From an optimization exercise on the open Yosys and OpenROAD flow, aimed at small area; shortcuts taken in it are not production practice. RTL that was checked went through simulation tests only; none was proved equivalent to the original. Only the layout flow was run in runs 3, 4 and 6; the RTL was not checked for function there. No activity file was given, so power comes from the tool's default toggle rates.

### flow/run.sh
#!/bin/bash
# synth_recipe.tcl (not shown) runs the flow's synth.tcl, then flattens the netlist and writes it again
# the make line also repeats each setting of config.mk as NAME=value (left out here)
make -C /OpenROAD-flow-scripts/flow DESIGN_CONFIG=/design/flow/config.mk WORK_HOME=/design/flow/orfs CLKGATE_MAP_FILE= SYNTH_SCRIPT=/design/flow/synth_recipe.tcl finish
### flow/config.mk
export PLATFORM = sky130hd
export DESIGN_NAME = board
export DESIGN_NICKNAME = board
export VERILOG_FILES = /design/flow/design.v
export SDC_FILE = /design/flow/constraint.sdc
export NUM_CORES = 4
export LEC_CHECK = 0
export ABC_AREA = 1
export CAP_MARGIN = 20
export CORE_MARGIN = 2
export CORE_UTILIZATION = 60
export CTS_BUF_LIST = sky130_fd_sc_hd__clkbuf_8
export CTS_CLUSTER_DIAMETER = 100
export CTS_CLUSTER_SIZE = 30
export SLEW_MARGIN = 20
### flow/constraint.sdc
create_clock -name core_clock -period 10.0 [get_ports {clk}]
set_input_delay 2.0000 -clock core_clock [delete_from_list [all_inputs] [get_ports {clk}]]
set_output_delay 2.0000 -clock core_clock [all_outputs]
set_load 0.01 [all_outputs]
### flow/design.v
`timescale 1ns / 1ps
module board(
    input clk,
    input rst,
    input [11:0] passSW,
    input T1btn,
    input T0btn,
    input Cbtn,
    output bnkLED,
    output t1LED,
    output t0LED,
    input counterSW,
    input bankSW,
    input chPASS,
    output a,
    output b,
    output c,
    output d,
    output e,
    output f,
    output g,
    output an0,
    output an1,
    output an2,
    output an3,
    output Wait
    );
  reg n0, n1, nc, T0btn_c, T1btn_c, Cbtn_c;
  reg s0, s1, sc, p0, p1, pc;
  always @(posedge clk or posedge rst)
    if (rst) begin
      n0 <= 1'b0; n1 <= 1'b0; nc <= 1'b0;
      T0btn_c <= 1'b0; T1btn_c <= 1'b0; Cbtn_c <= 1'b0;
    end else begin
      n0 <= T0btn; n1 <= T1btn; nc <= Cbtn;
      T0btn_c <= s0 & ~p0; T1btn_c <= s1 & ~p1; Cbtn_c <= sc & ~pc;
    end
  always @(posedge clk) begin
    s0 <= n0; s1 <= n1; sc <= nc;
    p0 <= s0; p1 <= s1; pc <= sc;
  end
  reg bankLed, T0led, T1led, WaitR, waitswho;
  reg [11:0] passT0, passT1;
  reg [7:0] C, O, totalCus;
  reg last1, trig;
  assign bnkLED = bankLed;
  assign t0LED = T0led;
  assign t1LED = T1led;
  assign Wait = WaitR;
  wire [2:0] operation = {bankSW, counterSW, chPASS};
  wire anyWaiting = (totalCus != C);
  wire readyForClose = (~(T1led | T0led) & ~anyWaiting) | ~bankLed;
  wire notRdyCls = ~readyForClose & bankSW;
  wire eq0 = (passSW == passT0);
  wire eq1 = (passSW == passT1);
  wire callEn = (operation == 3'b000) & anyWaiting;
  wire call0 = callEn & T0btn_c & T0led;
  wire call1 = callEn & ~(T0btn_c & T0led) & T1btn_c & T1led;
  wire callAny = call0 | call1;
  wire swap = call1 ? ~last1 : last1;    
  always @(posedge clk or posedge rst)
    if (rst) begin
      C <= 8'd0;
      O <= 8'd0;
    end else if (callAny) begin
      C <= C + 8'd1;
      if (swap) O <= C;
    end
  always @(posedge clk)
    if (callAny) last1 <= call1;
  always @(posedge clk or posedge rst)
    if (rst) begin
      bankLed <= 1'b0;
      T0led <= 1'b0;
      T1led <= 1'b0;
      WaitR <= 1'b0;
      passT0 <= 12'd0;
      passT1 <= 12'd0;
    end else
      case (operation)
        3'b100:
          if (readyForClose) begin
            if (WaitR) begin
              if (waitswho ? (eq1 & T1btn_c) : (eq0 & T0btn_c)) begin
                bankLed <= ~bankLed;
                WaitR <= 1'b0;
              end
            end else if ((eq0 & T0btn_c) | (eq1 & T1btn_c)) WaitR <= 1'b1;
          end
        3'b010:
          if (eq0 & T0btn_c) T0led <= ~T0led;
          else if (eq1 & T1btn_c) T1led <= ~T1led;
        3'b001:
          if (WaitR) begin
            if (~waitswho & T0btn_c) passT0 <= passSW;
            if (waitswho & T1btn_c) passT1 <= passSW;
          end else if ((eq0 & T0btn_c) | (eq1 & T1btn_c)) WaitR <= 1'b1;
        default: WaitR <= 1'b0;
      endcase
  always @(posedge clk)
    if (~WaitR) begin
      if (operation == 3'b100 & readyForClose) begin
        if (eq0 & T0btn_c) waitswho <= 1'b1;
        else if (eq1 & T1btn_c) waitswho <= 1'b0;
      end else if (operation == 3'b001) begin
        if (eq0 & T0btn_c) waitswho <= 1'b0;
        else if (eq1 & T1btn_c) waitswho <= 1'b1;
      end
    end
  always @(posedge clk) begin
    totalCus <= bankLed ? totalCus + {7'd0, Cbtn_c} : 8'd0;
    trig <= bankLed & Cbtn_c;
  end
  wire queueActive, blinkOff;
  queueTimer qt(.clk(clk), .rst(rst), .trig(trig), .queueActive(queueActive), .blinkOff(blinkOff));
  ssdDrive disp(.clk(clk), .rst(rst), .bankLed(bankLed), .blinkOff(blinkOff),
    .queueActive(queueActive), .notRdyCls(notRdyCls), .totalCus(totalCus),
    .C(C), .O(O), .last1(last1),
    .a(a), .b(b), .c(c), .d(d), .e(e), .f(f), .g(g),
    .an0(an0), .an1(an1), .an2(an2), .an3(an3));
endmodule
module queueTimer(clk, rst, trig, queueActive, blinkOff);
  parameter Q = 25000;           
  parameter W = 15;              
  input clk, rst, trig;
  output queueActive, blinkOff;
  localparam [W-1:0] QM = Q;         
  localparam [W-1:0] EM = Q - 4;     
  localparam [W-1:0] EM1 = Q - 3;    
  reg [W-1:0] B;
  reg [1:0] P, st;
  reg L, cR, qR;
  assign queueActive = cR;
  assign blinkOff = st[0];
  wire bQ = ((B & QM) == QM);
  wire qsig = qR & bQ;                                              
  wire csig = cR & (P == 2'd3) & ((B & EM) == EM) & (B[0] | L);     
  wire run = qR | cR;
  always @(posedge clk or posedge rst)
    if (rst) begin
      st <= 2'd0;
      cR <= 1'b0;
      qR <= 1'b0;
    end else begin
      st <= (st == 2'd3) ? 2'd0 : st + {1'b0, qsig};
      if (csig) cR <= 1'b0;
      else if (trig) cR <= 1'b1;
      if (qsig) qR <= (st != 2'd2);
      else if (trig) qR <= 1'b1;
    end
  always @(posedge clk) begin
    if (trig) begin
      B <= {{(W-1){1'b0}}, ~qsig};
      P <= 2'd0;
      L <= qsig;
    end else if (bQ | csig) begin
      B <= {W{1'b0}};
      P <= P + 2'd1;
    end else begin
      B <= B + {{(W-1){1'b0}}, run};
    end
  end
endmodule
module ssdDrive(clk, rst, bankLed, blinkOff, queueActive, notRdyCls, totalCus,
  C, O, last1, a, b, c, d, e, f, g, an0, an1, an2, an3);
  input clk, rst, bankLed, blinkOff, queueActive, notRdyCls, last1;
  input [7:0] totalCus, C, O;
  output a, b, c, d, e, f, g, an0, an1, an2, an3;
  localparam BL = 5'b11111, LL = 5'b10001, RR = 5'b11010;
  reg [4:0] k;
  reg [3:0] h;       
  reg [4:0] code;
  wire adv = k[4] & k[3] & ~k[0];
  wire [3:0] hn = {h[2], h[1], h[0], ~(h[0] | h[1] | h[2])};
  wire [3:0] S = rst ? 4'd0 : (adv ? hn : h);    
  wire lo = S[0] | S[2];
  wire right = S[0] | S[1];
  wire [3:0] tN = lo ? totalCus[3:0] : totalCus[7:4];
  wire [3:0] cN = lo ? C[3:0] : C[7:4];
  wire [3:0] oN = lo ? O[3:0] : O[7:4];
  wire useO = ~right ^ last1;
  wire showTot = right & (queueActive | notRdyCls);
  wire subC = right & ~queueActive & notRdyCls;
  wire bin = subC & ~lo & (totalCus[3:0] < C[3:0]);
  wire [3:0] p1 = showTot ? tN : (useO ? oN : cN);
  wire [3:0] p2 = subC ? cN : 4'd0;
  wire [3:0] numv = p1 - p2 - {3'd0, bin};
  wire [4:0] num = {1'b0, numv};
  reg [4:0] sel;
  always @(*) begin
    if (S == 4'd0) sel = BL;
    else if (!bankLed) sel = S[0] ? 5'd13 : S[1] ? 5'd5 : S[2] ? LL : 5'd12;
    else if (blinkOff) sel = BL;
    else if (queueActive) sel = right ? num : BL;
    else if (notRdyCls) sel = right ? num : S[2] ? 5'd12 : RR;
    else sel = num;
  end
  always @(posedge clk) begin
    k <= rst ? 5'd31 : (adv ? 5'd0 : k + 5'd1);
    h <= S;
    code <= sel;
  end
  assign {an3, an2, an1, an0} = ~h;
  localparam [111:0] HEX = 112'b0111000011000010000100110001110000000010000000100000000000011110100000010010010011000000110001001010011110000001;
  wire [6:0] hx = HEX[code[3:0]*7 +: 7];
  wire [6:0] seg = code[4] ? {3'b111, code[3:0]} : hx;
  assign {g, f, e, d, c, b, a} = seg;
endmodule
==> results.ini, run 1 <==
[die]
total_core_area_um2 = 8810
floorplan.die.height_um = 99.8
floorplan.io_pins = 35
floorplan.die.width_um = 99.8
starting_density_of_the_core_pct = 62.5
dieArea_um2 = 9960
std_cell_rows = 34

[logic_synthesis]
mappedNetlistArea_um2 = 5510
synth_seq_cells = 103
async_reset_ff_share_pct = 52.4
synth_enable_flop_cells = 3
synthesis.nets = 760
synthCells = 718
post_synth_top_flop = sky130_fd_sc_hd__dfrtp_1
synth.yosys.seq_area_share_pct = 42.9
synth.distinct_cells = 51
yosys_warnings = 3
syn_avg_cell_area_um2 = 7.67

[worst_setup_path]
slowest_stage = sky130_fd_sc_hd__buf_4
critical-path-max-stage-delay_ps = 640
critical_path.startpoint_type = input pin
crit_chain = clkdlybuf4s50_1 > inv_2 > buf_4 > nand3_4 > nand2_4 > nand2_1 > a31oi_1 > a21oi_1 > fa_1 > fa_1 > xnor2_1 > nor3_1 > nor2_1 > o21ai_1 > nand2_1
arrival_ps = 5480
worstSetupPathType = in2reg
critPathRequiredTime_ps = 10270
critical_path.max_fanout = 63
endpoint_kind = flop

[power_and_ir_drop]
combinational_share_of_power_pct = 33.8
p_int_uw = 706
worst_ir_drop_vdd_mv = 0.0857
seqPwrFrac_pct = 43.5
power_switching_share_pct = 37.0
power_leakage_uw = 0.00290
clockPowerShare_pct = 22.8
power_per_cell_area_nw_per_um2 = 184
power_switching_uw = 415

[cts]
insertion_delay_ps = 370
max_h_tree_level = 3
cts_tree = yes
postCtsResizedCells = 0
cts.sink_count = 103
cts_buffer_depth = 2
postCtsSetupRepairBufs = 0
cts.reportedPaths.clkPinSlew_ps = 100
root_buffer = sky130_fd_sc_hd__clkbuf_8
num_cts_buffers = 9
cts.hold.buffers_added = 0

[global_route]
number_of_global_route_vias_before_repair = 4503
gr-usage-all-layers_pct = 24.7
grt.overflow.total = 0
grt_antenna_before_repair = 0
grt_first_pass_wirelength_um = 20000
maximum_number_of_pins_on_one_net_before_global_route_repair = 64

[layout]
mostFrequentLayoutCell = sky130_fd_sc_hd__nand2_1
postLayoutCoreUtil_pct = 69.3
final_net_count = 794
diodes = 0
top_library_cells_by_usage_in_the_layout_fill_and_taps_aside = 159 x sky130_fd_sc_hd__nand2_1, 103 x sky130_fd_sc_hd__inv_1, 77 x sky130_fd_sc_hd__nor2_1
syn2layout_area_growth_pct = 10.9
post_route_cells_drive_above_1_share_pct = 7.00

[placed_design]
port_buffers = 34
dp_slack_ps = 4380
finalWeightedCongestion = 0.927
dp_hpwl_um = 8550

[timing]
report.final.slew_viol_count = 0
setup_viol = 0
slew_headroom_pct = 40.5
final_setup_margin_ps = 4790
tightest_hold_margin_ps = 357
final_period_minus_worst_setup_slack_ps = 5210
hold_viol_final = 0
totalNegativeSetupSlack_ps = 0
skew_ps = 14.3
unrepaired_setup_endpoints_after_global_routing = no
maxClockFrequency_ghz = 0.192
fin_crit_sh_pct = 52.1
timing_worst_slew_pin_value_ps = 889

[job]
drv.max_cap_violation_count = 0

[run_status]
run_status = finished clean

[routing]
wl_um = 11400
via_total_after_detailed_routing = 4669
detail_route.vias_per_cell = 5.40
drt_drc_violations_left = 0
route.detailed.wl_per_inst_um = 13.1
drt_first_iter_violations = 224
drt_pass1_iterations = 5
ant_nets = 0

[min_path]
min-delay-path-class = reg2reg

logic make-up after synthesis:
family / count (synthesis) / synth area share (%)
fa+ha+maj: 22 / 5.27
flops: 103 / 42.9
compound gates: 113 / 11.7
simple gates: 341 / 28.5
xor+xnor: 19 / 3.02
buf+inv: 120 / 8.59
state kept, by name, indices dropped and copies added, names as in the netlist, 2 cells and up:
name	count
C	8
O	8
disp.code	5
disp.h	4
disp.k	5
passT0	12
passT1	12
qt.B	15
qt.P	2
qt.st	2
totalCus	8
layer usage:
layer / wire length, um / global-route usage (%) / share of wire (%) / vias to the layer above
li1: - / - / - / 2398
met1: 5120 / 30.3 / 45 / 2178
met2: 5740 / 44.3 / 51 / 77
met3: 309 / 3.41 / 2.7 / 16
met4: 186 / 8.96 / 1.6 / 0
met5: 0 / 0 / 0 / -
final cells by class:
cell class | instances | area, um^2
fill | 756 | 2700
multi-input combinational | 495 | 2670
sequential | 103 | 2360
inverter | 108 | 405
timing repair buffer | 35 | 348
tap | 108 | 135
clock buffer | 9 | 124
clock inverter | 7 | 61.3
through the flow:
step,power [uW],instance area [um^2],cells
finish,1120,6110,865
global route,1200,6110,865
CTS,1130,6110,865
detailed placement,873,5920,849
global placement,860,5920,849
floorplan,760,5510,718
worst paths after layout:
check                          endpoint  start  slack [ps]  cells past startpoint
setup / recovery           disp.code[2]    rst        4790                     15
hold / removal                       sc     nc         360                      0
setup reg to reg           disp.code[2]   C[3]        6480                     20
hold reg to reg                      sc     nc         360                      0
max in group asynchronous     passT1[4]    rst        7280                      3
min in group asynchronous          C[1]    rst        2190                      3
worst max-delay path: cells and delay by family:
kind	cells	cell delay, ps
buffers and inverters	3	1100
and+or+nand+nor	6	980
adders and majority gates	2	840
AOI/OAI and AO/OA	3	420
xor gates and xnor gates	1	130
cells in the mapped netlist (all sizes together) (2+ instances only):
cell type	n	area (um^2)
nor4	11	75.1
inv	108	405
a21oi	24	120
ha	20	250
nand3b	4	30.0
edfxtp	3	90.1
nor3b	3	22.5
nor2	78	300
o21a	4	30.0
nand4	13	81.3
o2111ai	3	26.3
clkbuf	7	26.3
buf	5	41.3
o221ai	2	17.5
a31oi	2	12.5
nor3	16	80.1
dfrtp	54	1350
xnor2	3	26.3
nand2	170	676
o21ai	66	338
fa	2	40.0
nand3	36	243
or2	7	43.8
dfxtp	46	921
xor2	16	140
power groups by stage:
stage	logic, uW	registers [uW]	clock network (uW)
3_5_place_dp	376	497	0
6_report	379	487	255
2_1_floorplan	275	485	0
4_1_cts	379	488	260
3_3_place_gp	366	494	0
5_1_grt	434	493	275
==> run 2, diff against run 1 <==
--- a/flow/config.mk
+++ b/flow/config.mk
@@ -8,8 +8,5 @@
 export ABC_AREA = 1
 export CAP_MARGIN = 20
 export CORE_MARGIN = 2
-export CORE_UTILIZATION = 60
-export CTS_BUF_LIST = sky130_fd_sc_hd__clkbuf_8
-export CTS_CLUSTER_DIAMETER = 100
-export CTS_CLUSTER_SIZE = 30
+export CORE_UTILIZATION = 40
 export SLEW_MARGIN = 20
==> results.ini, run 2 <==
[placed_design]
dp_slack_ps = 4340  ; -34.2 ps
finalWeightedCongestion = 0.891  ; -3.9%
postPlaceCellArea_um2 = 6010  ; +1.4%
port_buffers = 34  ; unchanged
dp_hpwl_um = 8610  ; +0.71%

[logic_synthesis]
synth_top_area_cells = sky130_fd_sc_hd__dfrtp_1 25%, sky130_fd_sc_hd__dfxtp_1 17%, sky130_fd_sc_hd__nand2_1 11%
synth_simple_gate_area_share_pct = 28.5  ; unchanged
synthesis.nets = 760  ; unchanged
synthCells = 718  ; unchanged
synth_seq_cells = 103  ; unchanged
yosys_warnings = 3  ; unchanged
async_reset_ff_share_pct = 52.4  ; unchanged
synth_top_cell_by_area = sky130_fd_sc_hd__dfrtp_1
synth_common_cells = 159 x sky130_fd_sc_hd__nand2_1, 103 x sky130_fd_sc_hd__inv_1, 77 x sky130_fd_sc_hd__nor2_1
synth_top_cell_area_share_pct = 24.5  ; unchanged
synth_enable_flop_cells = 3  ; unchanged
synth-compound-area-share_pct = 11.7  ; unchanged
post_synth_top_flop = sky130_fd_sc_hd__dfrtp_1
synth_xor_xnor_area_share_pct = 3.02  ; unchanged
synth.most_common_cell = sky130_fd_sc_hd__nand2_1
mappedNetlistArea_um2 = 5510  ; unchanged
synth.yosys.seq_area_share_pct = 42.9  ; unchanged
synth.distinct_cells = 51  ; unchanged
synth_adder_area_share_pct = 5.27  ; unchanged
syn_avg_cell_area_um2 = 7.67  ; unchanged
muxShareOfSynthArea_pct = 0  ; unchanged
synth_top_family_by_area = simple AND/OR/NAND/NOR gates

[min_path]
min-delay-path-class = reg2reg
min_path_cells = 0  ; unchanged
hp-start = n0
worstHoldEndpoint = s0

[worst_setup_path]
r2r_start = C[3]
critical_path.max_fanout = 63  ; unchanged
ff2ff_path_depth = 20  ; unchanged
regToRegEndpoint = disp.code[2]
critical_path.startpoint_type = input pin
critPathRequiredTime_ps = 10240  ; -30 ps
endpoint_kind = flop
worst-r2r-setup-slack_ps = 6440  ; -40 ps
worstSetupPathType = in2reg
arrival_ps = 5460  ; -20 ps

[die]
total_core_area_um2 = 13300  ; +52%
dieArea_um2 = 14700  ; +48%
floorplan.die.width_um = 121  ; +22%
starting_density_of_the_core_pct = 41.2  ; -21 points
floorplan.io_pins = 35  ; unchanged
floorplan.die.height_um = 121  ; +22%
std_cell_rows = 42  ; +24%

[timing]
report.final.slew_viol_count = 0  ; unchanged
unrepaired_setup_endpoints_after_global_routing = no
timing_worst_slew_pin_value_ps = 912  ; +22.7 ps
final_setup_margin_ps = 4780  ; -15.1 ps
maxClockFrequency_ghz = 0.191  ; -0.29%
hold_viol_final = 0  ; unchanged
final_period_minus_worst_setup_slack_ps = 5220  ; +15.1 ps
fin_crit_sh_pct = 52.2  ; +0.15 points
skew_ps = 9.23  ; -5.03 ps
slew_headroom_pct = 39.0  ; -1.5 points
tightest_hold_margin_ps = 343  ; -14.4 ps
setup_viol = 0  ; unchanged
totalNegativeSetupSlack_ps = 0  ; unchanged

[power_and_ir_drop]
power_per_cell_area_nw_per_um2 = 193  ; +5.4%
power_switching_share_pct = 33.5  ; -3.5 points
power_leakage_uw = 0.00295  ; +1.6%
worst_ir_drop_vdd_mv = 0.0764  ; -11%
power.total_uw = 1220  ; +8.8%
power_switching_uw = 409  ; -1.5%
p_int_uw = 811  ; +15%
clockPowerShare_pct = 29.0  ; +6.2 points
combinational_share_of_power_pct = 31.1  ; -2.7 points
seqPwrFrac_pct = 39.9  ; -3.6 points

[layout]
post_route_cells_drive_above_1_share_pct = 6.87  ; -0.13 points
final_cell_area_um2 = 6310  ; +3.3%
largest_register_by_flop_count = qt.B
top_library_cells_by_usage_in_the_layout_fill_and_taps_aside = 159 x sky130_fd_sc_hd__nand2_1, 103 x sky130_fd_sc_hd__inv_1, 77 x sky130_fd_sc_hd__nor2_1
largestRegisters = qt.B x15, passT0 x12, passT1 x12
diodes = 0  ; unchanged
syn2layout_area_growth_pct = 14.5
number_of_flip_flops_in_the_largest_register = 15  ; unchanged
mostFrequentLayoutCell = sky130_fd_sc_hd__nand2_1
final_net_count = 794  ; unchanged

[global_route]
gr-usage-all-layers_pct = 17.3  ; -7.4 points
grt_antenna_before_repair = 0  ; unchanged
grt_first_pass_wirelength_um = 20500  ; +2.7%
number_of_global_route_vias_before_repair = 4426  ; -1.7%
grt.overflow.total = 0  ; unchanged
maximum_number_of_pins_on_one_net_before_global_route_repair = 64  ; unchanged

[cts]
num_cts_buffers = 9  ; unchanged
postCtsSetupRepairBufs = 0  ; unchanged
cts_tree = yes
insertion_delay_ps = 350  ; -20 ps
cts_buffer_depth = 2  ; unchanged
cts.reportedPaths.clkPinSlew_ps = 70  ; -30 ps
postCtsResizedCells = 0  ; unchanged
cts.sink_count = 103  ; unchanged
max_h_tree_level = 3  ; unchanged
cts.hold.buffers_added = 0  ; unchanged
root_buffer = sky130_fd_sc_hd__clkbuf_16

[routing]
via_total_after_detailed_routing = 4606  ; -1.3%
detail_route.vias_per_cell = 4.94  ; -8.5%
ant_nets = 0  ; unchanged
drt_pass1_iterations = 5  ; unchanged
drt_drc_violations_left = 0  ; unchanged
route.detailed.wl_per_inst_um = 12.3  ; -6.6%
wl_um = 11400  ; +0.78%
drt_first_iter_violations = 195  ; -13%

[run_status]
run_status = finished clean

[job]
drv.max_cap_violation_count = 0  ; unchanged

==> run 2: cell types whose count changed in the layout (fill, tap and decap cells not counted) <==
cell | before | now
sky130_fd_sc_hd__bufinv_16 | 0 | 1
sky130_fd_sc_hd__clkbuf_16 | 0 | 9
sky130_fd_sc_hd__clkinv_2 | 0 | 1
sky130_fd_sc_hd__clkbuf_8 | 9 | 1
sky130_fd_sc_hd__clkinvlp_4 | 0 | 1
sky130_fd_sc_hd__clkbuf_1 | 0 | 1
sky130_fd_sc_hd__inv_6 | 2 | 0
sky130_fd_sc_hd__inv_8 | 2 | 0
sky130_fd_sc_hd__inv_4 | 2 | 1
==> run 2: per-layer routing <==
metal | share of wire, % | vias up | GRT usage [%]
met4 | 2.0 | 0 | 6.75
met3 | 4.5 | 19 | 3.99
met1 | 47 | 2086 | 21.9
met2 | 47 | 103 | 28.6
met5 | 0 | - | 0
li1 | - | 2398 | -
==> run 2: how the worst max path moves through the flow <==
stage          slack [ps]           end  start
6_report             4780  disp.code[2]    rst
5_1_grt              4220  disp.code[2]    rst
4_1_cts              4710  disp.code[2]    rst
3_5_place_dp         4340  disp.code[2]    rst
3_3_place_gp         4390  disp.code[2]    rst
2_1_floorplan        4900  disp.code[2]    rst
==> run 2: cells by family (layout without fill, tap and decap cells) <==
kind of cell	count (synthesis)	after routing
buffers and inverters	120	159
adders and majority gates	22	22
DFF	103	103
and+or+nand+nor	341	341
xor gates and xnor gates	19	19
AOI/OAI and AO/OA	113	113
==> run 2: cell type report <==
class                   count  area (um^2)
well taps                 176          220
clock inverters             5         57.6
clock buffers              11          243
flip-flops and latches    103         2360
fillers                  1335         7040
inverters                 108          405
repair buffers             35          348
multi-input cells         495         2670
==> run 2: power groups by stage <==
stage	registers (uW)	logic, uW	clock network (uW)
after floorplan	485	275	0
after global placement	494	370	0
after detailed placement	496	378	0
after CTS	487	380	365
after global routing	493	432	384
final	487	380	353
==> run 2: critical path, cell delays in order <==
cell and delay [ps]:
sky130_fd_sc_hd__clkdlybuf4s50_1 410, sky130_fd_sc_hd__inv_2 50, sky130_fd_sc_hd__buf_4 630, sky130_fd_sc_hd__nand3_4 320
sky130_fd_sc_hd__nand2_4 280, sky130_fd_sc_hd__nor2_1 70, sky130_fd_sc_hd__a211oi_1 220, sky130_fd_sc_hd__a21oi_1 80
sky130_fd_sc_hd__fa_1 420, sky130_fd_sc_hd__fa_1 420, sky130_fd_sc_hd__xnor2_1 140, sky130_fd_sc_hd__nor3_1 160
sky130_fd_sc_hd__nor2_1 60, sky130_fd_sc_hd__o21ai_1 110, sky130_fd_sc_hd__nand2_1 50
==> run 2: through the flow <==
step,instances,utilization [%]
2_1_floorplan,718,-
3_3_place_gp,917,45.0
3_5_place_dp,917,45.0
4_1_cts,933,47.2
5_1_grt,933,47.2
6_report,933,47.2
==> run 3, diff against run 2 <==
--- a/flow/design.v
+++ b/flow/design.v
@@ -58,24 +58,19 @@
   wire call1 = callEn & ~(T0btn_c & T0led) & T1btn_c & T1led;
   wire callAny = call0 | call1;
   wire swap = call1 ? ~last1 : last1;    
-  always @(posedge clk or posedge rst)
-    if (rst) begin
-      C <= 8'd0;
-      O <= 8'd0;
-    end else if (callAny) begin
-      C <= C + 8'd1;
-      if (swap) O <= C;
-    end
-  always @(posedge clk)
-    if (callAny) last1 <= call1;
+  always @(posedge clk) begin
+    if (rst | callAny) C <= rst ? 8'd0 : C + 8'd1;
+    if (rst | (callAny & swap)) O <= C;
+  end
+  always @(posedge clk or posedge rst)
+    if (rst) last1 <= 1'b0;
+    else if (callAny) last1 <= call1;
   always @(posedge clk or posedge rst)
     if (rst) begin
       bankLed <= 1'b0;
       T0led <= 1'b0;
       T1led <= 1'b0;
       WaitR <= 1'b0;
-      passT0 <= 12'd0;
-      passT1 <= 12'd0;
     end else
       case (operation)
         3'b100:
@@ -92,11 +87,15 @@
           else if (eq1 & T1btn_c) T1led <= ~T1led;
         3'b001:
           if (WaitR) begin
-            if (~waitswho & T0btn_c) passT0 <= passSW;
-            if (waitswho & T1btn_c) passT1 <= passSW;
           end else if ((eq0 & T0btn_c) | (eq1 & T1btn_c)) WaitR <= 1'b1;
         default: WaitR <= 1'b0;
       endcase
+  wire chWait = (operation == 3'b001) & WaitR;
+  wire [11:0] passIn = passSW & {12{~rst}};
+  always @(posedge clk) begin
+    if (rst | (chWait & ~waitswho & T0btn_c)) passT0 <= passIn;
+    if (rst | (chWait & waitswho & T1btn_c)) passT1 <= passIn;
+  end
   always @(posedge clk)
     if (~WaitR) begin
       if (operation == 3'b100 & readyForClose) begin
==> flow/flow/run.sh (new file) <==
#!/bin/bash
# Layout flow: the standard synthesis, then the combinational logic is
# re-mapped for area (registers kept as they are), then the standard ORFS
# layout with small port buffers and a clock tree without dummy loads.
set -euo pipefail
W=$(pwd)
F=$W/flow
R=$W/orfs/results/$FLOW_PLATFORM/board/base
L=$W/orfs/logs/$FLOW_PLATFORM/board/base

# 1. standard synthesis
bash standard.sh synth > $W/1_standard_synth.log 2>&1

# 2. area re-mapping of the combinational logic
cp $R/1_2_yosys.v $W/1_2_yosys_standard.v
DU=$(grep -o -- "-dont_use [A-Za-z0-9_]*" $L/1_2_yosys.log | awk '{print $2}' | sort -u | tr '\n' ' ')
REMAP_IN=$W/1_2_yosys_standard.v REMAP_OUT=$W/1_2_yosys_remap.v \
REMAP_LIB=$FLOW_HOME/platforms/$FLOW_PLATFORM/lib/sky130_fd_sc_hd__tt_025C_1v80.lib \
REMAP_ABC=$F/remap.abc REMAP_DONTUSE="$DU" \
  yosys -c $F/remap.tcl > $W/2_remap.log 2>&1
cp $W/1_2_yosys_remap.v $R/1_2_yosys.v
rm -f $R/1_synth.odb $R/1_synth.sdc
bash standard.sh synth > $W/3_synth_odb.log 2>&1

# 3. the rest of the standard layout
export BUFFER_PORTS_ARGS="-buffer_cell sky130_fd_sc_hd__buf_1"
export CTS_ARGS="-sink_clustering_enable -repair_clock_nets -dont_use_dummy_load -buf_list {sky130_fd_sc_hd__clkbuf_4 sky130_fd_sc_hd__clkbuf_8 sky130_fd_sc_hd__clkbuf_16}"
bash standard.sh > $W/4_standard_layout.log 2>&1
==> flow/flow/remap.abc (new file) <==
strash
balance
rewrite
refactor
balance
rewrite -z
refactor -z
rewrite -z
balance
dch
amap
topo
==> flow/flow/remap.tcl (new file) <==
# Re-map the combinational logic of the standard synthesis netlist for area.
# Registers (and tie cells) stay the same instances, with the same names and cells.
# env: REMAP_IN, REMAP_OUT, REMAP_LIB, REMAP_ABC, REMAP_DONTUSE
yosys -import
set lib $::env(REMAP_LIB)
read_liberty -ignore_miss_func $lib
read_verilog $::env(REMAP_IN)
hierarchy -top $::env(FLOW_TOP)
# keep every sequential and tie cell as an instance
foreach m [split [string trim [tee -q -s result.string select -list-mod sky130_fd_sc_hd__*]] "\n"] {
  if {[regexp {__(df|edf|sdf|sedf|dl|conb)} $m]} {
    setattr -mod -set keep_hierarchy 1 $m
  }
}
flatten
opt_clean -purge
set du {}
foreach c $::env(REMAP_DONTUSE) { lappend du -dont_use $c }
abc -liberty $lib {*}$du -script $::env(REMAP_ABC)
opt_clean -purge
hilomap -singleton -hicell sky130_fd_sc_hd__conb_1 HI -locell sky130_fd_sc_hd__conb_1 LO
opt_clean -purge
tee -o $::env(REMAP_OUT).stat stat -liberty $lib
# write only the top module; cells stay references to the library
foreach m [split [string trim [tee -q -s result.string select -list-mod sky130_fd_sc_hd__*]] "\n"] {
  delete $m
}
write_verilog -noattr -noexpr -nohex -nodec $::env(REMAP_OUT)
==> flow/standard.sh (new file) <==
#!/bin/bash
# synth_recipe.tcl (not shown) runs the flow's synth.tcl, then flattens the netlist and writes it again
# the make line also repeats each setting of config.mk as NAME=value (left out here)
make -C /OpenROAD-flow-scripts/flow DESIGN_CONFIG=/design/flow/config.mk WORK_HOME=/design/flow/orfs CLKGATE_MAP_FILE= SYNTH_SCRIPT=/design/flow/synth_recipe.tcl "${@:-finish}"
--- a/flow/config.mk
+++ b/flow/config.mk
@@ -5,8 +5,7 @@
 export SDC_FILE = /design/flow/constraint.sdc
 export NUM_CORES = 4
 export LEC_CHECK = 0
-export ABC_AREA = 1
 export CAP_MARGIN = 20
 export CORE_MARGIN = 2
-export CORE_UTILIZATION = 40
+export CORE_UTILIZATION = 60
 export SLEW_MARGIN = 20
removed: flow/run.sh
==> results.ini, run 3 <==
[power_and_ir_drop]
power_per_cell_area_nw_per_um2 = 177  ; -8.7%
worst_ir_drop_vdd_mv = 0.126  ; +64%
power_leakage_uw = 0.00187  ; -37%

[worst_setup_path]
crit_chain = buf_1 > buf_4 > a311oi_1 > buf_4 > clkinv_1 > o22a_1 > nor2_1 > a21oi_1 > a22o_1 > o21ai_0 > clkinv_1 > o21ai_0 > nand2_1 > or2_0 > a31oi_1
path_buf_inv = 5  ; +2
critical_path.max_fanout = 25  ; -60%
worst-r2r-setup-slack_ps = 5990  ; -450 ps
cp_top_family = compound AO/OA/AOI/OAI gates
worstSetupPathType = in2reg
critPathRequiredTime_ps = 10270  ; +30 ps
slowest_stage = sky130_fd_sc_hd__o21ai_0
regToRegEndpoint = disp.code[3]
crit_cells = 15  ; unchanged
critical_path.startpoint_type = input pin
endpoint_kind = flop
r2r_start = totalCus[1]
ff2ff_path_depth = 16  ; -20%
critical-path-max-stage-delay_ps = 360  ; -270 ps
arrival_ps = 4890  ; -570 ps

[layout]
mostFrequentLayoutCell = sky130_fd_sc_hd__nor2_1
syn2layout_area_growth_pct = 8.25
multiInputGateArea_um2 = 2070  ; -22%
post_route_cells_drive_above_1_share_pct = 1.97  ; -4.9 points
diodes = 0  ; unchanged
final_net_count = 632  ; -20%
largestRegisters = qt.B x15, passT0 x12, passT1 x12
register_area_um2 = 2560  ; +8.3%
top_library_cells_by_usage_in_the_layout_fill_and_taps_aside = 129 x sky130_fd_sc_hd__nor2_1, 63 x sky130_fd_sc_hd__clkinv_1, 47 x sky130_fd_sc_hd__nand2_1
largest_register_by_flop_count = qt.B
fillers = 662  ; -50%
number_of_flip_flops_in_the_largest_register = 15  ; unchanged

[cts]
insertion_delay_ps = 380  ; +30 ps
num_cts_buffers = 9  ; unchanged
postCtsResizedCells = 0  ; unchanged
root_buffer = sky130_fd_sc_hd__clkbuf_8
cts.sink_count = 103  ; unchanged
cts.hold.buffers_added = 0  ; unchanged
cts.reportedPaths.clkPinSlew_ps = 120  ; +50 ps
cts_buffer_depth = 2  ; unchanged
postCtsSetupRepairBufs = 0  ; unchanged
max_h_tree_level = 3  ; unchanged
cts_tree = yes

[global_route]
number_of_global_route_vias_before_repair = 3980  ; -10%
gr-usage-all-layers_pct = 26.2  ; +8.9 points
maximum_number_of_pins_on_one_net_before_global_route_repair = 28  ; -56%
grt_first_pass_wirelength_um = 18200  ; -11%
grt.overflow.total = 0  ; unchanged
grt_antenna_before_repair = 0  ; unchanged

[timing]
final_setup_margin_ps = 5380  ; +607 ps
maxClockFrequency_ghz = 0.217  ; +13%
final_period_minus_worst_setup_slack_ps = 4620  ; -607 ps
unrepaired_setup_endpoints_after_global_routing = no
timing_worst_slew_pin_value_ps = 639  ; -273 ps
report.final.slew_viol_count = 0  ; unchanged
tightest_hold_margin_ps = 311  ; -31.4 ps
fin_crit_sh_pct = 46.2  ; -6.1 points
hold_viol_final = 0  ; unchanged
totalNegativeSetupSlack_ps = 0  ; unchanged
setup_viol = 0  ; unchanged
skew_ps = 45.2  ; +36.0 ps
slew_headroom_pct = 56.9  ; +18 points

[placed_design]
port_buffers = 34  ; unchanged
dp_slack_ps = 5060  ; +715 ps
finalWeightedCongestion = 0.880  ; -1.2%
dp_hpwl_um = 7970  ; -7.4%

[min_path]
worstHoldEndpoint = s0
min-delay-path-class = reg2reg
min_path_cells = 0  ; unchanged
hp-start = n0

[die]
floorplan.io_pins = 35  ; unchanged
std_cell_rows = 32  ; -24%
floorplan.die.width_um = 94.1  ; -22%
starting_density_of_the_core_pct = 62.3  ; +21 points
floorplan.die.height_um = 94.1  ; -22%
dieArea_um2 = 8850  ; -40%
total_core_area_um2 = 7810  ; -42%

[logic_synthesis]
synthesis.nets = 584  ; -23%
yosys_warnings = 3  ; unchanged
synthCells = 564  ; -21%
syn_avg_cell_area_um2 = 8.63  ; +13%
mappedNetlistArea_um2 = 4870  ; -12%

[routing]
met2_length_um = 5270  ; -1.6%
drt_pass1_iterations = 5  ; unchanged
wl_met1_um = 4760  ; -11%
ant_nets = 0  ; unchanged
wl_met3_um = 458  ; -11%
detail_route.vias_per_cell = 5.74  ; +16%
via_total_after_detailed_routing = 4085  ; -11%
drt_drc_violations_left = 0  ; unchanged
drt_first_iter_violations = 235  ; +21%
route.detailed.wl_per_inst_um = 15.0  ; +22%
wl_um = 10700  ; -6.7%
dr.max_layer_used = met4

[run_status]
run_status = finished clean

[job]
drv.max_cap_violation_count = 0  ; unchanged

run 3: cell type report:
cell class,count,area share [%]
Timing Repair Buffer,37,2.85
Sequential cell,103,48.6
Clock buffer,9,2.35
Inverter,63,4.49
Tap cell,102,2.42
Multi-Input combinational cell,398,39.3
run 3: how the worst max path moves through the flow:
stage	startpoint	to	slack, ps
6_report	rst	disp.code[3]	5380
5_1_grt	rst	disp.code[3]	4940
4_1_cts	rst	disp.code[3]	5410
3_5_place_dp	rst	disp.code[3]	5060
3_3_place_gp	rst	disp.code[3]	5160
2_1_floorplan	rst	disp.code[3]	4850
run 3: per-layer routing:
layer  track usage, %  vias up
li1                 -     2107
met1             34.3     1860
met2             44.8       98
met3             3.45       20
met4             9.30        0
met5                0        -
run 3: worst register-to-register path: stages (launching register included):
cell and delay (ps):
sky130_fd_sc_hd__dfxtp_1 370, sky130_fd_sc_hd__clkinv_1 140, sky130_fd_sc_hd__a221oi_1 390, sky130_fd_sc_hd__nand2_1 90, sky130_fd_sc_hd__nor3_1 370, sky130_fd_sc_hd__a21oi_1 230
sky130_fd_sc_hd__clkinv_1 100, sky130_fd_sc_hd__nor2_1 90, sky130_fd_sc_hd__o21ai_0 460, sky130_fd_sc_hd__clkinv_1 250, sky130_fd_sc_hd__a22o_1 280, sky130_fd_sc_hd__o21ai_0 360
sky130_fd_sc_hd__clkinv_1 120, sky130_fd_sc_hd__o21ai_0 200, sky130_fd_sc_hd__nand2_1 100, sky130_fd_sc_hd__or2_0 220, sky130_fd_sc_hd__a31oi_1 160
run 3: through the flow:
step,utilization (%),total power [uW],area [um^2],instances
4_1_cts,67.5,931,5270,712
3_3_place_gp,65.9,726,5140,703
3_5_place_dp,65.9,733,5140,703
2_1_floorplan,-,669,4870,564
5_1_grt,67.5,985,5270,712
6_report,67.5,931,5270,712
run 3: report_power, final:
group          switching, uW  internal, uW  total [uW]
sequential              25.2           472         498
clock                    123          81.1         204
combinational            147          82.9         229
==> run 4, diff against run 3 <==
--- a/flow/flow/run.sh
+++ b/flow/flow/run.sh
@@ -24,5 +24,5 @@
 
 # 3. the rest of the standard layout
 export BUFFER_PORTS_ARGS="-buffer_cell sky130_fd_sc_hd__buf_1"
-export CTS_ARGS="-sink_clustering_enable -repair_clock_nets -dont_use_dummy_load -buf_list {sky130_fd_sc_hd__clkbuf_4 sky130_fd_sc_hd__clkbuf_8 sky130_fd_sc_hd__clkbuf_16}"
+export CTS_ARGS="-sink_clustering_enable -repair_clock_nets -dont_use_dummy_load -buf_list sky130_fd_sc_hd__clkbuf_16 -sink_clustering_size 50 -sink_clustering_max_diameter 200"
 bash standard.sh > $W/4_standard_layout.log 2>&1
==> results.ini, run 4 <==
[layout]
top_library_cells_by_usage_in_the_layout_fill_and_taps_aside = 129 x sky130_fd_sc_hd__nor2_1, 63 x sky130_fd_sc_hd__clkinv_1, 47 x sky130_fd_sc_hd__nand2_1
mostFrequentLayoutCell = sky130_fd_sc_hd__nor2_1
diodes = 0  ; unchanged
number_of_flip_flops_in_the_largest_register = 15  ; unchanged
largest_register_by_flop_count = qt.B
post_route_cells_drive_above_1_share_pct = 1.97  ; unchanged
syn2layout_area_growth_pct = 10.3
final_net_count = 632  ; unchanged
largestRegisters = qt.B x15, passT0 x12, passT1 x12

[global_route]
grt_antenna_before_repair = 0  ; unchanged
number_of_global_route_vias_before_repair = 4037  ; +1.4%
grt_first_pass_wirelength_um = 18500  ; +1.6%
gr-usage-all-layers_pct = 26.9  ; +0.71 points
grt.overflow.total = 0  ; unchanged
maximum_number_of_pins_on_one_net_before_global_route_repair = 28  ; unchanged

[run_status]
run_status = finished clean

[min_path]
min-delay-path-class = reg2reg

[routing]
drt_first_iter_violations = 217  ; -7.7%
ant_nets = 0  ; unchanged
via_total_after_detailed_routing = 4157  ; +1.8%
drt_pass1_iterations = 4  ; -1
drt_drc_violations_left = 0  ; unchanged
route.detailed.wl_per_inst_um = 15.2  ; +1.1%
wl_um = 10800  ; +1.1%
detail_route.vias_per_cell = 5.84  ; +1.8%

[timing]
final_period_minus_worst_setup_slack_ps = 4620  ; +3.68 ps
timing_worst_slew_pin_value_ps = 643  ; +4.13 ps
unrepaired_setup_endpoints_after_global_routing = no
slew_headroom_pct = 56.6  ; -0.28 points
maxClockFrequency_ghz = 0.217  ; about the same
skew_ps = 27.3  ; -18.0 ps
totalNegativeSetupSlack_ps = 0  ; unchanged
setup_viol = 0  ; unchanged
hold_viol_final = 0  ; unchanged
report.final.slew_viol_count = 0  ; unchanged
fin_crit_sh_pct = 46.2  ; about the same

[die]
std_cell_rows = 32  ; unchanged
floorplan.die.width_um = 94.1  ; unchanged
floorplan.die.height_um = 94.1  ; unchanged
dieArea_um2 = 8850  ; unchanged
total_core_area_um2 = 7810  ; unchanged
starting_density_of_the_core_pct = 62.3  ; unchanged
floorplan.io_pins = 35  ; unchanged

[power_and_ir_drop]
worst_ir_drop_vdd_mv = 0.111  ; -12%
power.total_uw = 1020  ; +9.5%
power_leakage_uw = 0.00192  ; +2.5%
power_per_cell_area_nw_per_um2 = 190  ; +7.5%

[logic_synthesis]
synthCells = 564  ; unchanged
synthesis.nets = 584  ; unchanged
syn_avg_cell_area_um2 = 8.63  ; unchanged
mappedNetlistArea_um2 = 4870  ; unchanged
yosys_warnings = 3  ; unchanged

[worst_setup_path]
critical_path.max_fanout = 25  ; unchanged
crit_chain = buf_1 > buf_4 > a311oi_1 > buf_4 > clkinv_1 > o22a_1 > nor2_1 > a21oi_1 > a22o_1 > o21ai_0 > clkinv_1 > o21ai_0 > nand2_1 > or2_0 > a31oi_1
worstSetupPathType = in2reg
critical_path.startpoint_type = input pin
critPathRequiredTime_ps = 10260  ; about the same
endpoint_kind = flop
slowest_stage = sky130_fd_sc_hd__o21ai_0
critical-path-max-stage-delay_ps = 360  ; about the same
path_buf_inv = 5  ; unchanged
arrival_ps = 4880  ; about the same
cp_top_family = compound AO/OA/AOI/OAI gates

[job]
drv.max_cap_violation_count = 0  ; unchanged

[cts]
cts_tree = yes
postCtsResizedCells = 0  ; unchanged
num_cts_buffers = 9  ; unchanged
cts_buffer_depth = 2  ; unchanged
cts.hold.buffers_added = 0  ; unchanged
max_h_tree_level = 3  ; unchanged
insertion_delay_ps = 350  ; -30 ps
cts.reportedPaths.clkPinSlew_ps = 80  ; -40 ps
cts.sink_count = 103  ; unchanged
postCtsSetupRepairBufs = 0  ; unchanged
root_buffer = sky130_fd_sc_hd__clkbuf_16

[placed_design]
port_buffers = 34  ; unchanged
finalWeightedCongestion = 0.880  ; unchanged
dp_hpwl_um = 7970  ; unchanged

==> run 4: area by class of cell <==
type                    instances  area, um^2
fillers                       644        2440
repair buffers                 37         150
flip-flops and latches        103        2560
inverters                      63         236
clock buffers                   9         225
well taps                     102         128
multi-input cells             398        2070
==> run 4: report_power, final <==
part	total, uW	internal [uW]	switching (uW)
clock network	291	159	133
registers	499	473	25.6
logic	230	82.9	147
==> run 4: worst paths after layout <==
path	startpoint	endpoint	slack, ps	cells after the start
max	rst	disp.code[3]	5380	15
min	n0	s0	320	0
max reg2reg	C[7]	disp.code[3]	6000	16
min reg2reg	n0	s0	320	0
max in group asynchronous	rst	T1led	7810	4
min in group asynchronous	rst	Cbtn_c	1910	4
==> run 4: worst register-to-register path: stages (launching register included) <==
cell                       delay [ps]
sky130_fd_sc_hd__edfxtp_1         380
sky130_fd_sc_hd__clkinv_1         160
sky130_fd_sc_hd__a221oi_1         310
sky130_fd_sc_hd__nand2_1           80
sky130_fd_sc_hd__nor3_1           420
sky130_fd_sc_hd__a21oi_1          240
sky130_fd_sc_hd__clkinv_1         100
sky130_fd_sc_hd__nor2_1            90
sky130_fd_sc_hd__o21ai_0          460
sky130_fd_sc_hd__clkinv_1         250
sky130_fd_sc_hd__a22o_1           280
sky130_fd_sc_hd__o21ai_0          360
sky130_fd_sc_hd__clkinv_1         120
sky130_fd_sc_hd__o21ai_0          200
sky130_fd_sc_hd__nand2_1          100
sky130_fd_sc_hd__or2_0            220
sky130_fd_sc_hd__a31oi_1          150
==> run 4: metal layers <==
metal,routed length [um],up-vias,share of wire (%),global-route usage [%]
li1,-,2119,-,-
met4,303,0,2.8,12.2
met5,0,-,0,0
met2,5340,112,49,45.5
met3,492,27,4.6,4.41
met1,4660,1899,43,34.0
==> run 4: per-stage QoR <==
| step | worst slack [ps] | hold WS [ps] | utilization [%] | instances | instance area [um^2] |
|---|---|---|---|---|---|
| final | 5380 | 323 | 68.8 | 712 | 5370 |
| after global routing | 4930 | 329 | 68.8 | 712 | 5370 |
| after CTS | 5400 | 324 | 68.8 | 712 | 5370 |
| after detailed placement | 5060 | 329 | 65.9 | 703 | 5140 |
| after global placement | 5160 | 325 | 65.9 | 703 | 5140 |
| after floorplan | 4850 | 324 | - | 564 | 4870 |
==> run 5, diff against run 4 <==
--- a/flow/design.v
+++ b/flow/design.v
@@ -58,10 +58,14 @@
   wire call1 = callEn & ~(T0btn_c & T0led) & T1btn_c & T1led;
   wire callAny = call0 | call1;
   wire swap = call1 ? ~last1 : last1;    
-  always @(posedge clk) begin
-    if (rst | callAny) C <= rst ? 8'd0 : C + 8'd1;
-    if (rst | (callAny & swap)) O <= C;
-  end
+  always @(posedge clk or posedge rst)
+    if (rst) begin
+      C <= 8'd0;
+      O <= 8'd0;
+    end else if (callAny) begin
+      C <= C + 8'd1;
+      if (swap) O <= C;
+    end
   always @(posedge clk or posedge rst)
     if (rst) last1 <= 1'b0;
     else if (callAny) last1 <= call1;
@@ -71,6 +75,8 @@
       T0led <= 1'b0;
       T1led <= 1'b0;
       WaitR <= 1'b0;
+      passT0 <= 12'd0;
+      passT1 <= 12'd0;
     end else
       case (operation)
         3'b100:
@@ -87,15 +93,11 @@
           else if (eq1 & T1btn_c) T1led <= ~T1led;
         3'b001:
           if (WaitR) begin
+            if (~waitswho & T0btn_c) passT0 <= passSW;
+            if (waitswho & T1btn_c) passT1 <= passSW;
           end else if ((eq0 & T0btn_c) | (eq1 & T1btn_c)) WaitR <= 1'b1;
         default: WaitR <= 1'b0;
       endcase
-  wire chWait = (operation == 3'b001) & WaitR;
-  wire [11:0] passIn = passSW & {12{~rst}};
-  always @(posedge clk) begin
-    if (rst | (chWait & ~waitswho & T0btn_c)) passT0 <= passIn;
-    if (rst | (chWait & waitswho & T1btn_c)) passT1 <= passIn;
-  end
   always @(posedge clk)
     if (~WaitR) begin
       if (operation == 3'b100 & readyForClose) begin
--- a/flow/flow/run.sh
+++ b/flow/flow/run.sh
@@ -24,5 +24,5 @@
 
 # 3. the rest of the standard layout
 export BUFFER_PORTS_ARGS="-buffer_cell sky130_fd_sc_hd__buf_1"
-export CTS_ARGS="-sink_clustering_enable -repair_clock_nets -dont_use_dummy_load -buf_list sky130_fd_sc_hd__clkbuf_16 -sink_clustering_size 50 -sink_clustering_max_diameter 200"
+export CTS_ARGS="-sink_clustering_enable -repair_clock_nets -dont_use_dummy_load -buf_list sky130_fd_sc_hd__clkbuf_8 -sink_clustering_size 30 -sink_clustering_max_diameter 100"
 bash standard.sh > $W/4_standard_layout.log 2>&1
==> results.ini, run 5 <==
[worst_setup_path]
r2r_start = disp.k[4]
endpoint_kind = flop
crit_cells = 17  ; +2
path_buf_inv = 3  ; -2
critical-path-max-stage-delay_ps = 340  ; -20 ps
ff2ff_path_depth = 19  ; +3
cp_top_family = simple AND/OR/NAND/NOR gates
slowest_stage = sky130_fd_sc_hd__o22ai_1
worstSetupPathType = in2reg
critical_path.startpoint = rst
arrival_ps = 4930  ; +50 ps
regToRegEndpoint = disp.code[3]
critical_path.startpoint_type = input pin
crit_chain = buf_1 > a211oi_1 > buf_4 > clkinv_1 > o22ai_1 > nand2_1 > o21ai_0 > o22ai_1 > nor3_1 > nor2_1 > nor2_1 > and3_1 > o22ai_1 > or2_0 > nor2_1 > a21oi_1 > o32a_1
critical_path.max_fanout = 14  ; -44%
worst-r2r-setup-slack_ps = 5680  ; -320 ps
critical_path.endpoint = disp.code[3]
critPathRequiredTime_ps = 10220  ; -40 ps

[timing]
final_period_minus_worst_setup_slack_ps = 4710  ; +93.8 ps
fin_crit_sh_pct = 47.1  ; +0.94 points
slew_headroom_pct = 37.4  ; -19 points
unrepaired_setup_endpoints_after_global_routing = no
timing_worst_slew_pin_value_ps = 932  ; +289 ps
maxClockFrequency_ghz = 0.212  ; -2.0%
totalNegativeSetupSlack_ps = 0  ; unchanged
report.final.slew_viol_count = 0  ; unchanged
skew_ps = 43.3  ; +16.1 ps
hold_viol_final = 0  ; unchanged
setup_viol = 0  ; unchanged

[die]
floorplan.die.height_um = 92.5  ; -1.7%
std_cell_rows = 32  ; unchanged
floorplan.io_pins = 35  ; unchanged
floorplan.die.width_um = 92.5  ; -1.7%
dieArea_um2 = 8560  ; -3.3%
starting_density_of_the_core_pct = 61.5  ; -0.87 points
total_core_area_um2 = 7650  ; -2.1%

[logic_synthesis]
synthesis.nets = 588  ; +0.68%
mappedNetlistArea_um2 = 4700  ; -3.4%
yosys_warnings = 3  ; unchanged
synthCells = 568  ; +0.71%
syn_avg_cell_area_um2 = 8.27  ; -4.1%

[global_route]
grt_most_used_layer = met2
maximum_number_of_pins_on_one_net_before_global_route_repair = 61  ; +120%
number_of_global_route_vias_before_repair = 3815  ; -5.5%
gr-usage-all-layers_pct = 25.6  ; -1.4 points
met3_usage_grt_pct = 5.21  ; +0.79 points
grt.overflow.total = 0  ; unchanged
met1_usage_pct = 33.7  ; -0.35 points
grt_antenna_before_repair = 0  ; unchanged
grt_util_met2_pct = 42.6  ; -2.9 points
grt_first_pass_wirelength_um = 17500  ; -5.5%

[job]
drv.max_cap_violation_count = 0  ; unchanged

[routing]
wl_um = 10200  ; -5.4%
via_total_after_detailed_routing = 4138  ; -0.46%
detail_route.vias_per_cell = 5.78  ; -1.0%
route.detailed.wl_per_inst_um = 14.3  ; -5.9%
drt_pass1_iterations = 4  ; unchanged
drt_drc_violations_left = 0  ; unchanged
drt_first_iter_violations = 273  ; +26%
ant_nets = 0  ; unchanged

[layout]
largestRegisters = qt.B x15, passT0 x12, passT1 x12
top_library_cells_by_usage_in_the_layout_fill_and_taps_aside = 85 x sky130_fd_sc_hd__clkinv_1, 80 x sky130_fd_sc_hd__nor2_1, 61 x sky130_fd_sc_hd__nand2_1
fillers = 663  ; +3.0%
diodes = 0  ; unchanged
final_net_count = 636  ; +0.63%
post_route_cells_drive_above_1_share_pct = 2.12  ; +0.15 points
final-instance-count-excl-fill = 716  ; +0.56%
largest_register_by_flop_count = qt.B
register_area_um2 = 2360  ; -7.8%
mostFrequentLayoutCell = sky130_fd_sc_hd__clkinv_1
syn2layout_area_growth_pct = 8.55
multiInputGateArea_um2 = 2020  ; -2.5%
number_of_flip_flops_in_the_largest_register = 15  ; unchanged

[cts]
root_buffer = sky130_fd_sc_hd__clkbuf_8
cts_tree = yes
cts.reportedPaths.clkPinSlew_ps = 110  ; +30 ps
insertion_delay_ps = 370  ; +20 ps
cts.hold.buffers_added = 0  ; unchanged
cts.sink_count = 103  ; unchanged
num_cts_buffers = 9  ; unchanged
postCtsSetupRepairBufs = 0  ; unchanged
max_h_tree_level = 3  ; unchanged
cts_buffer_depth = 2  ; unchanged
postCtsResizedCells = 0  ; unchanged

[placed_design]
dp_hpwl_um = 7650  ; -4.1%
port_buffers = 34  ; unchanged
finalWeightedCongestion = 0.891  ; +1.2%
post-place-cells = 707  ; +0.57%

[power_and_ir_drop]
power_leakage_uw = 0.00187  ; -2.4%
worst_ir_drop_vdd_mv = 0.120  ; +8.1%
power_per_cell_area_nw_per_um2 = 193  ; +1.6%

[min_path]
min-delay-path-class = reg2reg

[run_status]
run_status = finished clean

run 5: where the power goes:
group	total, uW	switching (uW)	internal [uW]
registers	521	50.1	471
logic	263	165	98.4
clock network	201	120	81.0
run 5: worst min path at each step:
stage | depth (start not counted) | endpoint | start
2_1_floorplan | 0 | p0 | s0
3_3_place_gp | 0 | sc | nc
3_5_place_dp | 0 | s1 | n1
4_1_cts | 0 | s0 | n0
5_1_grt | 0 | s0 | n0
6_report | 0 | s0 | n0
run 5: metal layers:
layer	wire, um	vias up
met5	0	-
met4	148	0
met3	418	16
met2	4930	114
met1	4720	1894
li1	-	2114
run 5: cell type report:
| type | count | area share, % |
|---|---|---|
| sequential | 103 | 46.2 |
| multi-input combinational | 379 | 39.6 |
| inverter | 86 | 6.33 |
| timing repair buffer | 37 | 2.94 |
| tap | 102 | 2.50 |
| clock buffer | 9 | 2.43 |
run 5: worst register-to-register path, cell delays in order, from the launching register on:
cell and delay [ps]:
sky130_fd_sc_hd__dfxtp_1 340, sky130_fd_sc_hd__clkinv_1 100, sky130_fd_sc_hd__nor3_1 520, sky130_fd_sc_hd__clkinv_1 420
sky130_fd_sc_hd__a211oi_1 290, sky130_fd_sc_hd__buf_4 230, sky130_fd_sc_hd__clkinv_1 320, sky130_fd_sc_hd__o22ai_1 340
sky130_fd_sc_hd__nand2_1 70, sky130_fd_sc_hd__o21ai_0 90, sky130_fd_sc_hd__o22ai_1 110, sky130_fd_sc_hd__nor3_1 280
sky130_fd_sc_hd__nor2_1 70, sky130_fd_sc_hd__nor2_1 170, sky130_fd_sc_hd__and3_1 200, sky130_fd_sc_hd__o22ai_1 90
sky130_fd_sc_hd__or2_0 250, sky130_fd_sc_hd__nor2_1 110, sky130_fd_sc_hd__a21oi_1 40, sky130_fd_sc_hd__o32a_1 160
run 5: stage by stage:
stage	hold slack (ps)	setup WS, ps	utilization, %	instance area [um^2]	power, uW
after global routing	351	4910	66.7	5100	1050
final	336	5290	66.7	5100	984
after global placement	325	5100	65.1	4980	779
after detailed placement	331	4970	65.1	4980	787
after floorplan	324	4170	-	4700	712
after CTS	341	5320	66.7	5100	984
==> run 6, diff against run 5 <==
--- a/flow/design.v
+++ b/flow/design.v
@@ -59,13 +59,10 @@
   wire callAny = call0 | call1;
   wire swap = call1 ? ~last1 : last1;    
   always @(posedge clk or posedge rst)
-    if (rst) begin
-      C <= 8'd0;
-      O <= 8'd0;
-    end else if (callAny) begin
-      C <= C + 8'd1;
-      if (swap) O <= C;
-    end
+    if (rst) C <= 8'd0;
+    else C <= C + {7'd0, callAny};
+  always @(posedge clk)
+    if (rst | (callAny & swap)) O <= C;
   always @(posedge clk or posedge rst)
     if (rst) last1 <= 1'b0;
     else if (callAny) last1 <= call1;
@@ -75,8 +72,6 @@
       T0led <= 1'b0;
       T1led <= 1'b0;
       WaitR <= 1'b0;
-      passT0 <= 12'd0;
-      passT1 <= 12'd0;
     end else
       case (operation)
         3'b100:
@@ -93,11 +88,15 @@
           else if (eq1 & T1btn_c) T1led <= ~T1led;
         3'b001:
           if (WaitR) begin
-            if (~waitswho & T0btn_c) passT0 <= passSW;
-            if (waitswho & T1btn_c) passT1 <= passSW;
           end else if ((eq0 & T0btn_c) | (eq1 & T1btn_c)) WaitR <= 1'b1;
         default: WaitR <= 1'b0;
       endcase
+  wire chWait = (operation == 3'b001) & WaitR;
+  wire [11:0] passIn = passSW & {12{~rst}};
+  always @(posedge clk) begin
+    if (rst | (chWait & ~waitswho & T0btn_c)) passT0 <= passIn;
+    if (rst | (chWait & waitswho & T1btn_c)) passT1 <= passIn;
+  end
   always @(posedge clk)
     if (~WaitR) begin
       if (operation == 3'b100 & readyForClose) begin
--- a/flow/flow/run.sh
+++ b/flow/flow/run.sh
@@ -16,7 +16,7 @@
 DU=$(grep -o -- "-dont_use [A-Za-z0-9_]*" $L/1_2_yosys.log | awk '{print $2}' | sort -u | tr '\n' ' ')
 REMAP_IN=$W/1_2_yosys_standard.v REMAP_OUT=$W/1_2_yosys_remap.v \
 REMAP_LIB=$FLOW_HOME/platforms/$FLOW_PLATFORM/lib/sky130_fd_sc_hd__tt_025C_1v80.lib \
-REMAP_ABC=$F/remap.abc REMAP_DONTUSE="$DU" \
+REMAP_ABC=$F/abc REMAP_DONTUSE="$DU" \
   yosys -c $F/remap.tcl > $W/2_remap.log 2>&1
 cp $W/1_2_yosys_remap.v $R/1_2_yosys.v
 rm -f $R/1_synth.odb $R/1_synth.sdc
==> flow/flow/abc/d0.abc (new file) <==
strash
balance
rewrite
refactor
balance
rewrite -z
refactor -z
rewrite -z
balance
dch
amap
topo
==> flow/flow/abc/d5.abc (new file) <==
strash
dc2
dc2
dch
amap
topo
==> flow/flow/abc/e1.abc (new file) <==
strash
dch
amap
topo
==> flow/flow/abc/e2.abc (new file) <==
strash
dc2
dch
amap
topo
==> flow/flow/abc/e3.abc (new file) <==
strash
balance
rewrite
refactor
balance
rewrite -z
refactor -z
rewrite -z
balance
dch
amap
strash
dch
amap
topo
==> flow/flow/abc/e6.abc (new file) <==
strash
if -K 6
mfs2
strash
dch
amap
topo
==> flow/flow/abc/e7.abc (new file) <==
strash
renode
strash
dch
amap
topo
==> flow/flow/remap.tcl (replaced) <==
# Re-map the combinational logic of the standard synthesis netlist for area:
# several ABC scripts, two rounds, keep the smallest result. Registers (and tie
# cells) stay the same instances, with the same names and cells.
# env: REMAP_IN, REMAP_OUT, REMAP_LIB, REMAP_ABC (folder of *.abc), REMAP_DONTUSE
yosys -import
set lib $::env(REMAP_LIB)
set top $::env(FLOW_TOP)
set du {}
foreach c $::env(REMAP_DONTUSE) { lappend du -dont_use $c }

# read a netlist with the library cells as logic, registers and ties kept as cells
proc load_netlist {file} {
  global lib top
  design -reset
  read_liberty -ignore_miss_func $lib
  read_verilog $file
  hierarchy -top $top
  foreach m [split [string trim [tee -q -s result.string select -list-mod sky130_fd_sc_hd__*]] "\n"] {
    if {[regexp {__(df|edf|sdf|sedf|dl|conb)} $m]} {
      setattr -mod -set keep_hierarchy 1 $m
    }
  }
  flatten
  opt_clean -purge
}
proc top_area {} {
  global lib top
  set s [tee -q -s result.string stat -liberty $lib]
  regexp "Chip area for module '\\\\$top': (\[0-9.\]+)" $s -> a
  return $a
}
proc write_netlist {file} {
  global top
  design -push-copy
  foreach m [split [string trim [tee -q -s result.string select -list-mod sky130_fd_sc_hd__*]] "\n"] {
    delete $m
  }
  write_verilog -noattr -noexpr -nohex -nodec $file
  design -pop
}

set best 1e30
set scripts [lsort [glob $::env(REMAP_ABC)/*.abc]]
set cur $::env(REMAP_IN)
for {set round 1} {$round <= 3} {incr round} {
  set improved 0
  foreach sc $scripts {
    load_netlist $cur
    abc -liberty $lib {*}$du -script $sc
    opt_clean -purge
    set a [top_area]
    puts "REMAP round $round [file tail $sc] area $a"
    if {$a < $best - 0.001} {
      set best $a
      set improved 1
      write_netlist $::env(REMAP_OUT).best.v
    }
  }
  set cur $::env(REMAP_OUT).best.v
  if {!$improved} break
}
puts "REMAP best area $best"
design -reset
read_liberty -lib $lib
read_verilog $cur
hierarchy -top $top
hilomap -singleton -hicell sky130_fd_sc_hd__conb_1 HI -locell sky130_fd_sc_hd__conb_1 LO
opt_clean -purge
tee -o $::env(REMAP_OUT).stat stat -liberty $lib
write_verilog -noattr -noexpr -nohex -nodec $::env(REMAP_OUT)
--- a/flow/config.mk
+++ b/flow/config.mk
@@ -5,6 +5,7 @@
 export SDC_FILE = /design/flow/constraint.sdc
 export NUM_CORES = 4
 export LEC_CHECK = 0
+export ABC_AREA = 1
 export CAP_MARGIN = 20
 export CORE_MARGIN = 2
 export CORE_UTILIZATION = 60
removed: flow/flow/remap.abc
==> results.ini, run 6 <==
[routing]
drt_first_iter_violations = 193  ; -29%
via_total_after_detailed_routing = 3683  ; -11%
route.detailed.wl_per_inst_um = 14.0  ; -1.7%
wl_um = 9190  ; -10%
drt_pass1_iterations = 4  ; unchanged
detail_route.vias_per_cell = 5.62  ; -2.7%
drt_drc_violations_left = 0  ; unchanged
ant_nets = 0  ; unchanged

[power_and_ir_drop]
worst_ir_drop_vdd_mv = 0.114  ; -4.8%
power_per_cell_area_nw_per_um2 = 183  ; -5.0%
power_leakage_uw = 0.00175  ; -6.5%

[die]
floorplan.io_pins = 35  ; unchanged
dieArea_um2 = 8310  ; -2.9%
floorplan.die.height_um = 91.2  ; -1.4%
total_core_area_um2 = 7290  ; -4.6%
floorplan.die.width_um = 91.2  ; -1.4%
std_cell_rows = 31  ; -3.1%
starting_density_of_the_core_pct = 62.5  ; +1.1 points

[timing]
maxClockFrequency_ghz = 0.169  ; -20%
totalNegativeSetupSlack_ps = 0  ; unchanged
skew_ps = 19.5  ; -23.8 ps
final_period_minus_worst_setup_slack_ps = 5910  ; +1200 ps
hold_viol_final = 0  ; unchanged
setup_viol = 0  ; unchanged
fin_crit_sh_pct = 59.1  ; +12 points
report.final.slew_viol_count = 0  ; unchanged
slew_headroom_pct = 36.8  ; -0.60 points
tightest_hold_margin_ps = 350  ; +14.0 ps
timing_worst_slew_pin_value_ps = 940  ; +7.53 ps
unrepaired_setup_endpoints_after_global_routing = no

[worst_setup_path]
endpoint_kind = flop
critical_path.max_fanout = 32  ; +18
critPathRequiredTime_ps = 10220  ; about the same
regToRegEndpoint = disp.code[3]
crit_chain = buf_1 > buf_4 > clkinv_1 > buf_4 > o221ai_1 > clkinv_1 > nor2_1 > clkinv_1 > a221o_1 > a31oi_1 > o21bai_1 > nor2_1 > nor2_1 > nor2_1 > nand2_1 > nor2_1 > a211oi_1 > or4_1
worstSetupPathType = in2reg
critical_path.startpoint_type = input pin
r2r_start = disp.k[3]
arrival_ps = 6130  ; +1200 ps
critical-path-max-stage-delay_ps = 750  ; +410 ps
ff2ff_path_depth = 17  ; -2
slowest_stage = sky130_fd_sc_hd__nor2_1
worst-r2r-setup-slack_ps = 5190  ; -490 ps
crit_top_cell = sky130_fd_sc_hd__nor2_1

[min_path]
min_path_cells = 0  ; unchanged
hp-start = n1
min-delay-path-class = reg2reg
worstHoldEndpoint = s1

[global_route]
grt.overflow.total = 0  ; unchanged
grt_first_pass_wirelength_um = 15200  ; -13%
grt_antenna_before_repair = 0  ; unchanged
gr-usage-all-layers_pct = 22.9  ; -2.6 points
number_of_global_route_vias_before_repair = 3396  ; -11%
maximum_number_of_pins_on_one_net_before_global_route_repair = 33  ; -46%

[layout]
largestRegisters = qt.B x15, passT0 x12, passT1 x12
number_of_flip_flops_in_the_largest_register = 15  ; unchanged
fillers = 637  ; -3.9%
final_net_count = 578  ; -9.1%
syn2layout_area_growth_pct = 8.73
largest_register_by_flop_count = qt.B
mostFrequentLayoutCell = sky130_fd_sc_hd__nor2_1
final-instance-count-excl-fill = 655  ; -8.5%
top_library_cells_by_usage_in_the_layout_fill_and_taps_aside = 104 x sky130_fd_sc_hd__nor2_1, 70 x sky130_fd_sc_hd__clkinv_1, 46 x sky130_fd_sc_hd__dfxtp_1
post_route_cells_drive_above_1_share_pct = 2.16  ; +0.041 points
diodes = 0  ; unchanged

[logic_synthesis]
syn_avg_cell_area_um2 = 8.94  ; +8.0%
synthesis.nets = 530  ; -9.9%
mappedNetlistArea_um2 = 4560  ; -3.0%
synthCells = 510  ; -10%
yosys_warnings = 3  ; unchanged

[cts]
postCtsResizedCells = 0  ; unchanged
num_cts_buffers = 9  ; unchanged
root_buffer = sky130_fd_sc_hd__clkbuf_8
postCtsSetupRepairBufs = 0  ; unchanged
max_h_tree_level = 3  ; unchanged
cts.hold.buffers_added = 0  ; unchanged
cts.sink_count = 103  ; unchanged
cts_tree = yes
cts.reportedPaths.clkPinSlew_ps = 90  ; -20 ps
insertion_delay_ps = 360  ; about the same
cts_buffer_depth = 2  ; unchanged

[placed_design]
finalWeightedCongestion = 0.928  ; +4.2%
port_buffers = 34  ; unchanged
dp_hpwl_um = 6890  ; -9.9%
post-place-cells = 646  ; -8.6%

[job]
drv.max_cap_violation_count = 0  ; unchanged

[run_status]
run_status = finished clean

[run 6: cell count changes in the layout (fill, tap and decap cells not counted), sizes merged, moves of 4 or more]
cell    delta
nor3       -6
edfxtp    +32
a221oi     -4
or3        +4
nand2     -26
o21ai     -25
o22a       -5
nor2      +24
clkinv    -15
dfrtp     -32
a22oi      -8
[run 6: stage by stage]
| stage | util, % | power (uW) | setup WS [ps] | instance area (um^2) |
|---|---|---|---|---|
| floorplan | - | 658 | 4210 | 4560 |
| global placement | 66.3 | 711 | 4020 | 4830 |
| detailed placement | 66.3 | 718 | 3860 | 4830 |
| CTS | 68.0 | 914 | 4210 | 4960 |
| global route | 68.0 | 961 | 3690 | 4960 |
| finish | 68.0 | 909 | 4090 | 4960 |
[run 6: per-layer routing]
metal	up-vias	part of all wire, %	track usage, %
met4	0	2.1	8.59
li1	1902	-	-
met5	-	0	0
met1	1682	45	29.2
met2	81	49	38.3
met3	18	4.2	5.31
[run 6: layout make-up]
cell class                      count  area, um^2  share of cell area, %
Clock buffer                        9         124                   2.50
Inverter                           70         263                   5.30
Multi-Input combinational cell    337        1780                   35.9
Sequential cell                   103        2520                   50.8
Tap cell                           99         124                   2.50
Timing Repair Buffer               37         150                   3.03
[run 6: critical path, delay by kind of cell]
kind	cells	cell delay [ps]
AOI/OAI and AO/OA	5	1060
buffers and inverters	6	1370
and+or+nand+nor	7	1670
[run 6: how the worst max path moves through the flow]
stage	from	end	slack (ps)	cells after the start
2_1_floorplan	rst	disp.code[3]	4210	15
4_1_cts	rst	disp.code[3]	4210	18
6_report	rst	disp.code[3]	4090	18
3_5_place_dp	rst	disp.code[3]	3860	18
3_3_place_gp	rst	disp.code[3]	4020	18
5_1_grt	rst	disp.code[3]	3690	18
[run 6: where the power goes]
part           switching (uW)  total [uW]  internal (uW)
clock                     116         196           80.9
combinational             143         222           78.9
sequential               23.7         490            466

==> what the ideal ports hide <==
No port has a modelled driver above. Below, the same layouts with a new extraction and two added sets of constraints.
Step 1: set_driving_cell puts a clkbuf_16 on clk and a buf_2 on each other input, an assumption about the parent block.
Step 2 times the ports against the registers' clock, not the clock port: input delays grow and output delays shrink by t, the midpoint of the rising clock arrivals with the driver on.
Three values: ideal ports, drivers, drivers and shift; two values: the first two.
run | t, ns | setup slack, ns
run 1 | 0.398 | 4.793 / 4.805 / 4.407
run 2 | 0.384 | 4.778 / 4.797 / 4.413
run 3 | 0.384 | 5.385 / 5.393 / 5.008
run 4 | 0.378 | 5.381 / 5.399 / 5.022
run 5 | 0.385 | 5.287 / 5.303 / 4.919
run 6 | 0.382 | 4.089 / 4.101 / 3.720
After both steps setup and hold are still met in every run listed.
